From an optimization exercise on the open Yosys and OpenROAD flow, aimed at small area, a short achievable clock period and few clock cycles per item; shortcuts taken in it are not production practice. RTL that was checked went through simulation tests only; none was proved equivalent to the original.

==> 12-13: inputs <==
// Mult
module Mult (MultStart, out_A, out_B, rst, clk, HI, LOW, EndMult);
	input wire MultStart;
	input wire [31:0] out_A;
	input wire [31:0] out_B;
	output wire [31:0] HI;
	output wire [31:0] LOW;
	input wire rst;
	input wire clk;
	output reg EndMult;
	always @(posedge clk) EndMult <= ~rst & MultStart;
	wire [32:0] bs;
	assign bs = {out_B, 1'b0};
	wire [32:0] ax = {out_A[31], out_A};
	wire [32:0] ax1 = {out_A, 1'b0};
	wire neg0, pn0;
	wire [31:0] pp0;
	wire one0 = bs[1] ^ bs[0];
	wire two0 = (bs[2] & ~bs[1] & ~bs[0]) | (~bs[2] & bs[1] & bs[0]);
	assign neg0 = bs[2];
	BoothRow row0 (.one(one0), .two(two0), .neg(neg0), .a(out_A), .p(pp0));
	assign pn0 = ~(((one0 | two0) & out_A[31]) ^ neg0);
	wire neg1, pn1;
	wire [31:0] pp1;
	wire one1 = bs[3] ^ bs[2];
	wire two1 = (bs[4] & ~bs[3] & ~bs[2]) | (~bs[4] & bs[3] & bs[2]);
	assign neg1 = bs[4];
	BoothRow row1 (.one(one1), .two(two1), .neg(neg1), .a(out_A), .p(pp1));
	assign pn1 = ~(((one1 | two1) & out_A[31]) ^ neg1);
	wire neg2, pn2;
	wire [31:0] pp2;
	wire one2 = bs[5] ^ bs[4];
	wire two2 = (bs[6] & ~bs[5] & ~bs[4]) | (~bs[6] & bs[5] & bs[4]);
	assign neg2 = bs[6];
	BoothRow row2 (.one(one2), .two(two2), .neg(neg2), .a(out_A), .p(pp2));
	assign pn2 = ~(((one2 | two2) & out_A[31]) ^ neg2);
	wire neg3, pn3;
	wire [31:0] pp3;
	wire one3 = bs[7] ^ bs[6];
  ...
export LEC_CHECK = 0
export CAP_MARGIN = 20
export CORE_MARGIN = 2
export CORE_UTILIZATION = 40
export SETUP_SLACK_MARGIN = 2.0
export SLEW_MARGIN = 20
export SYNTH_HIERARCHICAL = 1
export SYNTH_MINIMUM_KEEP_SIZE = 0
create_clock -name core_clock -period 6.5 [get_ports {clk}]
standard.sh (not shown) runs the stock make flow with config.mk's settings and CLKGATE_MAP_FILE= SYNTH_SCRIPT=/design/flow/synth_recipe.tcl, a recipe that flattens the netlist after the stock synthesis.
==> flow/flow/run.sh <==
#!/bin/bash
# The standard layout (the standard.sh: ORFS synthesis to finish), except that
# the port buffers are sky130_fd_sc_hd__buf_4 rather than the delay-cell buffer
# that buffer_ports picks by default. The make output goes to standard.log; ORFS
# keeps each step's own log under orfs/logs/.
set -uo pipefail
bash standard.sh "BUFFER_PORTS_ARGS=-buffer_cell sky130_fd_sc_hd__buf_4" finish > standard.log 2>&1
==> 08-10 (differences from 12-13) <==
- SETUP_SLACK_MARGIN: 2.0 -> 1.5
==> 10-01 (differences from 12-13) <==
--- a/flow/design.v
+++ b/flow/design.v
@@ -9,124 +9,108 @@
 	output reg EndMult;
 	always @(posedge clk) EndMult <= ~rst & MultStart;
 	wire [32:0] bs;
 	assign bs = {out_B, 1'b0};
 	wire [32:0] ax = {out_A[31], out_A};
 	wire [32:0] ax1 = {out_A, 1'b0};
-	wire neg0, pn0;
-	wire [31:0] pp0;
 	wire one0 = bs[1] ^ bs[0];
 	wire two0 = (bs[2] & ~bs[1] & ~bs[0]) | (~bs[2] & bs[1] & bs[0]);
-	assign neg0 = bs[2];
-	BoothRow row0 (.one(one0), .two(two0), .neg(neg0), .a(out_A), .p(pp0));
-	assign pn0 = ~(((one0 | two0) & out_A[31]) ^ neg0);
-	wire neg1, pn1;
-	wire [31:0] pp1;
+	wire neg0 = bs[2] | (~bs[1] & ~bs[0]);
+	wire [31:0] pp0;
+	wire pn0;
+	BoothRowX row0 (.one(one0), .two(two0), .nx(bs[2]), .a(out_A), .p(pp0), .pn(pn0));
 	wire one1 = bs[3] ^ bs[2];
 	wire two1 = (bs[4] & ~bs[3] & ~bs[2]) | (~bs[4] & bs[3] & bs[2]);
-	assign neg1 = bs[4];
-	BoothRow row1 (.one(one1), .two(two1), .neg(neg1), .a(out_A), .p(pp1));
-	assign pn1 = ~(((one1 | two1) & out_A[31]) ^ neg1);
-	wire neg2, pn2;
-	wire [31:0] pp2;
+	wire neg1 = bs[4] | (~bs[3] & ~bs[2]);
+	wire [31:0] pp1;
+	wire pn1;
+	BoothRowX row1 (.one(one1), .two(two1), .nx(bs[4]), .a(out_A), .p(pp1), .pn(pn1));
 	wire one2 = bs[5] ^ bs[4];
 	wire two2 = (bs[6] & ~bs[5] & ~bs[4]) | (~bs[6] & bs[5] & bs[4]);
-	assign neg2 = bs[6];
-	BoothRow row2 (.one(one2), .two(two2), .neg(neg2), .a(out_A), .p(pp2));
-	assign pn2 = ~(((one2 | two2) & out_A[31]) ^ neg2);
-	wire neg3, pn3;
-	wire [31:0] pp3;
+	wire neg2 = bs[6] | (~bs[5] & ~bs[4]);
+	wire [31:0] pp2;
+	wire pn2;
+	BoothRowX row2 (.one(one2), .two(two2), .nx(bs[6]), .a(out_A), .p(pp2), .pn(pn2));
 	wire one3 = bs[7] ^ bs[6];
 	wire two3 = (bs[8] & ~bs[7] & ~bs[6]) | (~bs[8] & bs[7] & bs[6]);
-	assign neg3 = bs[8];
-	BoothRow row3 (.one(one3), .two(two3), .neg(neg3), .a(out_A), .p(pp3));
-	assign pn3 = ~(((one3 | two3) & out_A[31]) ^ neg3);
-	wire neg4, pn4;
-	wire [31:0] pp4;
+	wire neg3 = bs[8] | (~bs[7] & ~bs[6]);
+	wire [31:0] pp3;
+	wire pn3;
+	BoothRowX row3 (.one(one3), .two(two3), .nx(bs[8]), .a(out_A), .p(pp3), .pn(pn3));
 	wire one4 = bs[9] ^ bs[8];
 	wire two4 = (bs[10] & ~bs[9] & ~bs[8]) | (~bs[10] & bs[9] & bs[8]);
-	assign neg4 = bs[10];
-	BoothRow row4 (.one(one4), .two(two4), .neg(neg4), .a(out_A), .p(pp4));
-	assign pn4 = ~(((one4 | two4) & out_A[31]) ^ neg4);
-	wire neg5, pn5;
-	wire [31:0] pp5;
+	wire neg4 = bs[10] | (~bs[9] & ~bs[8]);
+	wire [31:0] pp4;
+	wire pn4;
+	BoothRowX row4 (.one(one4), .two(two4), .nx(bs[10]), .a(out_A), .p(pp4), .pn(pn4));
 	wire one5 = bs[11] ^ bs[10];
 	wire two5 = (bs[12] & ~bs[11] & ~bs[10]) | (~bs[12] & bs[11] & bs[10]);
-	assign neg5 = bs[12];
-	BoothRow row5 (.one(one5), .two(two5), .neg(neg5), .a(out_A), .p(pp5));
-	assign pn5 = ~(((one5 | two5) & out_A[31]) ^ neg5);
-	wire neg6, pn6;
-	wire [31:0] pp6;
+	wire neg5 = bs[12] | (~bs[11] & ~bs[10]);
+	wire [31:0] pp5;
+	wire pn5;
+	BoothRowX row5 (.one(one5), .two(two5), .nx(bs[12]), .a(out_A), .p(pp5), .pn(pn5));
 	wire one6 = bs[13] ^ bs[12];
 	wire two6 = (bs[14] & ~bs[13] & ~bs[12]) | (~bs[14] & bs[13] & bs[12]);
-	assign neg6 = bs[14];
-	BoothRow row6 (.one(one6), .two(two6), .neg(neg6), .a(out_A), .p(pp6));
-	assign pn6 = ~(((one6 | two6) & out_A[31]) ^ neg6);
-	wire neg7, pn7;
-	wire [31:0] pp7;
+	wire neg6 = bs[14] | (~bs[13] & ~bs[12]);
+	wire [31:0] pp6;
+	wire pn6;
+	BoothRowX row6 (.one(one6), .two(two6), .nx(bs[14]), .a(out_A), .p(pp6), .pn(pn6));
 	wire one7 = bs[15] ^ bs[14];
 	wire two7 = (bs[16] & ~bs[15] & ~bs[14]) | (~bs[16] & bs[15] & bs[14]);
-	assign neg7 = bs[16];
-	BoothRow row7 (.one(one7), .two(two7), .neg(neg7), .a(out_A), .p(pp7));
-	assign pn7 = ~(((one7 | two7) & out_A[31]) ^ neg7);
-	wire neg8, pn8;
-	wire [31:0] pp8;
+	wire neg7 = bs[16] | (~bs[15] & ~bs[14]);
+	wire [31:0] pp7;
+	wire pn7;
+	BoothRowX row7 (.one(one7), .two(two7), .nx(bs[16]), .a(out_A), .p(pp7), .pn(pn7));
 	wire one8 = bs[17] ^ bs[16];
 	wire two8 = (bs[18] & ~bs[17] & ~bs[16]) | (~bs[18] & bs[17] & bs[16]);
-	assign neg8 = bs[18];
-	BoothRow row8 (.one(one8), .two(two8), .neg(neg8), .a(out_A), .p(pp8));
-	assign pn8 = ~(((one8 | two8) & out_A[31]) ^ neg8);
-	wire neg9, pn9;
-	wire [31:0] pp9;
+	wire neg8 = bs[18] | (~bs[17] & ~bs[16]);
+	wire [31:0] pp8;
+	wire pn8;
+	BoothRowX row8 (.one(one8), .two(two8), .nx(bs[18]), .a(out_A), .p(pp8), .pn(pn8));
 	wire one9 = bs[19] ^ bs[18];
 	wire two9 = (bs[20] & ~bs[19] & ~bs[18]) | (~bs[20] & bs[19] & bs[18]);
-	assign neg9 = bs[20];
-	BoothRow row9 (.one(one9), .two(two9), .neg(neg9), .a(out_A), .p(pp9));
-	assign pn9 = ~(((one9 | two9) & out_A[31]) ^ neg9);
-	wire neg10, pn10;
-	wire [31:0] pp10;
+	wire neg9 = bs[20] | (~bs[19] & ~bs[18]);
+	wire [31:0] pp9;
+	wire pn9;
+	BoothRowX row9 (.one(one9), .two(two9), .nx(bs[20]), .a(out_A), .p(pp9), .pn(pn9));
 	wire one10 = bs[21] ^ bs[20];
 	wire two10 = (bs[22] & ~bs[21] & ~bs[20]) | (~bs[22] & bs[21] & bs[20]);
-	assign neg10 = bs[22];
-	BoothRow row10 (.one(one10), .two(two10), .neg(neg10), .a(out_A), .p(pp10));
-	assign pn10 = ~(((one10 | two10) & out_A[31]) ^ neg10);
-	wire neg11, pn11;
-	wire [31:0] pp11;
+	wire neg10 = bs[22] | (~bs[21] & ~bs[20]);
+	wire [31:0] pp10;
+	wire pn10;
+	BoothRowX row10 (.one(one10), .two(two10), .nx(bs[22]), .a(out_A), .p(pp10), .pn(pn10));
 	wire one11 = bs[23] ^ bs[22];
 	wire two11 = (bs[24] & ~bs[23] & ~bs[22]) | (~bs[24] & bs[23] & bs[22]);
-	assign neg11 = bs[24];
-	BoothRow row11 (.one(one11), .two(two11), .neg(neg11), .a(out_A), .p(pp11));
-	assign pn11 = ~(((one11 | two11) & out_A[31]) ^ neg11);
-	wire neg12, pn12;
-	wire [31:0] pp12;
+	wire neg11 = bs[24] | (~bs[23] & ~bs[22]);
+	wire [31:0] pp11;
+	wire pn11;
+	BoothRowX row11 (.one(one11), .two(two11), .nx(bs[24]), .a(out_A), .p(pp11), .pn(pn11));
 	wire one12 = bs[25] ^ bs[24];
 	wire two12 = (bs[26] & ~bs[25] & ~bs[24]) | (~bs[26] & bs[25] & bs[24]);
-	assign neg12 = bs[26];
-	BoothRow row12 (.one(one12), .two(two12), .neg(neg12), .a(out_A), .p(pp12));
-	assign pn12 = ~(((one12 | two12) & out_A[31]) ^ neg12);
-	wire neg13, pn13;
-	wire [31:0] pp13;
+	wire neg12 = bs[26] | (~bs[25] & ~bs[24]);
+	wire [31:0] pp12;
+	wire pn12;
+	BoothRowX row12 (.one(one12), .two(two12), .nx(bs[26]), .a(out_A), .p(pp12), .pn(pn12));
 	wire one13 = bs[27] ^ bs[26];
 	wire two13 = (bs[28] & ~bs[27] & ~bs[26]) | (~bs[28] & bs[27] & bs[26]);
-	assign neg13 = bs[28];
-	BoothRow row13 (.one(one13), .two(two13), .neg(neg13), .a(out_A), .p(pp13));
-	assign pn13 = ~(((one13 | two13) & out_A[31]) ^ neg13);
-	wire neg14, pn14;
-	wire [31:0] pp14;
+	wire neg13 = bs[28] | (~bs[27] & ~bs[26]);
+	wire [31:0] pp13;
+	wire pn13;
+	BoothRowX row13 (.one(one13), .two(two13), .nx(bs[28]), .a(out_A), .p(pp13), .pn(pn13));
 	wire one14 = bs[29] ^ bs[28];
 	wire two14 = (bs[30] & ~bs[29] & ~bs[28]) | (~bs[30] & bs[29] & bs[28]);
-	assign neg14 = bs[30];
-	BoothRow row14 (.one(one14), .two(two14), .neg(neg14), .a(out_A), .p(pp14));
-	assign pn14 = ~(((one14 | two14) & out_A[31]) ^ neg14);
-	wire neg15, pn15;
-	wire [31:0] pp15;
+	wire neg14 = bs[30] | (~bs[29] & ~bs[28]);
+	wire [31:0] pp14;
+	wire pn14;
+	BoothRowX row14 (.one(one14), .two(two14), .nx(bs[30]), .a(out_A), .p(pp14), .pn(pn14));
 	wire one15 = bs[31] ^ bs[30];
 	wire two15 = (bs[32] & ~bs[31] & ~bs[30]) | (~bs[32] & bs[31] & bs[30]);
-	assign neg15 = bs[32];
-	BoothRow row15 (.one(one15), .two(two15), .neg(neg15), .a(out_A), .p(pp15));
-	assign pn15 = ~(((one15 | two15) & out_A[31]) ^ neg15);
+	wire neg15 = bs[32] | (~bs[31] & ~bs[30]);
+	wire [31:0] pp15;
+	wire pn15;
+	BoothRowX row15 (.one(one15), .two(two15), .nx(bs[32]), .a(out_A), .p(pp15), .pn(pn15));
 	wire s1, c2;
 	HA ha_s1 (.a(neg12), .b(pp0[24]), .s(s1), .co(c2));
 	wire s3, c4;
 	FA fa_s3 (.a(pp0[25]), .b(pp1[23]), .c(pp2[21]), .s(s3), .co(c4));
 	wire s5, c6;
 	FA fa_s5 (.a(neg13), .b(pp0[26]), .c(pp1[24]), .s(s5), .co(c6));
@@ -1291,17 +1275,21 @@
 		S[55] <= c1030;
 		C[55] <= 1'b1;
 	end
 	wire [56:0] hs = {S, 1'b1} + {C, CI};
 	assign {HI, LOW} = {hs[56:1], LB};
 endmodule
-module BoothRow (one, two, neg, a, p);
-	input wire one, two, neg;
+module BoothRowX (one, two, nx, a, p, pn);
+	input wire one, two, nx;
 	input wire [31:0] a;
 	output wire [31:0] p;
-	assign p = (({32{one}} & a) | ({32{two}} & {a[30:0], 1'b0})) ^ {32{neg}};
+	output wire pn;
+	wire [31:0] q = ~(a ^ {32{nx}});
+	wire [31:0] q1 = {q[30:0], ~nx};
+	assign p = ~(({32{one}} & q) | ({32{two}} & q1));
+	assign pn = (one | two) & q[31];
 endmodule
 module FA (a, b, c, s, co);
 	input wire a, b, c;
 	output wire s, co;
 	assign s = a ^ b ^ c;
 	assign co = (a & b) | (a & c) | (b & c);
- SETUP_SLACK_MARGIN: 2.0 -> 1.5
==> impl_metrics.sql <==
INSERT INTO impl_metrics (metric_group, metric, value, unit) VALUES
('place', 'numPlacedInstances', '3326', ''),
('die', 'initial_core_util', '40.2', '%'),
('logic_synthesis', 'synth_top_cell_area_share', '34.2', '%'),
('status', 'outcome', 'no timing/DRC/antenna violations', ''),
('grt', 'grtUsageMet2', '43.6', '%'),
('power_and_ir_drop', 'clock_power_share', '5.8', '%');
Source of the figures above: 08-10

==> impl_metrics.sql <==
INSERT INTO impl_metrics (metric_group, metric, value, unit) VALUES
('status', 'outcome', 'no timing/DRC/antenna violations', ''),
('logic_synthesis', 'synth_top_cell_area_share', '34.2', '%'),
('grt', 'grtUsageMet2', '46.0', '%'),
('power_and_ir_drop', 'clock_power_share', '4.4', '%'),
('final_layout', 'seq_share', '7.46', '%'),
('die', 'initial_core_util', '40.2', '%'),
('worst_setup_path', 'critical-path-top-delay-family', 'adder cells', '');
Source of the figures above: 12-13

==> impl_metrics.sql <==
INSERT INTO impl_metrics (metric_group, metric, value, unit) VALUES
('logic_synthesis', 'synth_top_cell_area_share', '33.4', '%'),
('grt', 'grtUsageMet2', '42.8', '%'),
('power_and_ir_drop', 'clock_power_share', '5.9', '%'),
('die', 'initial_core_util', '40.3', '%'),
('status', 'outcome', 'no timing/DRC/antenna violations', ''),
('place', 'numPlacedInstances', '3389', '');
Source of the figures above: 10-01

Testbench counts of 12-13, summed over its fixed seeds: cycles 960, items 960.
Testbench counts of 08-10, summed over its fixed seeds: cycles 960, items 960.
Only the layout flow was run in 10-01; the RTL was not checked for function there.

-- port drivers added, routing unchanged --
How much do the figures lean on ideal ports? The routed layouts below were timed once more, with nothing changed but the port constraints.
Step 1: set_driving_cell puts a clkbuf_16 on clk and a buf_2 on each other input, an assumption about the parent block.
Step 2, shift: input delay + t, output delay - t, t = (earliest + latest rising clock arrival at the registers) / 2. This alone moves slack from input paths to output paths.
Three values: no drivers, after step 1, after step 2; two values: the first two.
| run | t (ns) | slack for setup (ns) | worst hold slack (ns) | slew at the worst register clock pin (ns) | cell pins on the clock port's net |
|---|---|---|---|---|---|
| 12-13 | 0.527 | 1.587 / 1.472 / 0.945 | 0.970 / 0.940 / 1.467 | 0.08 / 0.08 | 1 |
| 08-10 | 0.526 | 1.554 / 1.476 / 0.951 | 0.976 / 0.947 / 1.472 | 0.07 / 0.07 | 1 |
| 10-01 | 0.532 | 1.565 / 1.525 / 1.007 | 0.963 / 0.931 / 1.464 | 0.07 / 0.07 | 1 |
After both steps setup and hold are still met in every run listed. The setup slack of 12-13, which loses most, moves by -0.115 ns with the drivers and by -0.642 ns with both steps.
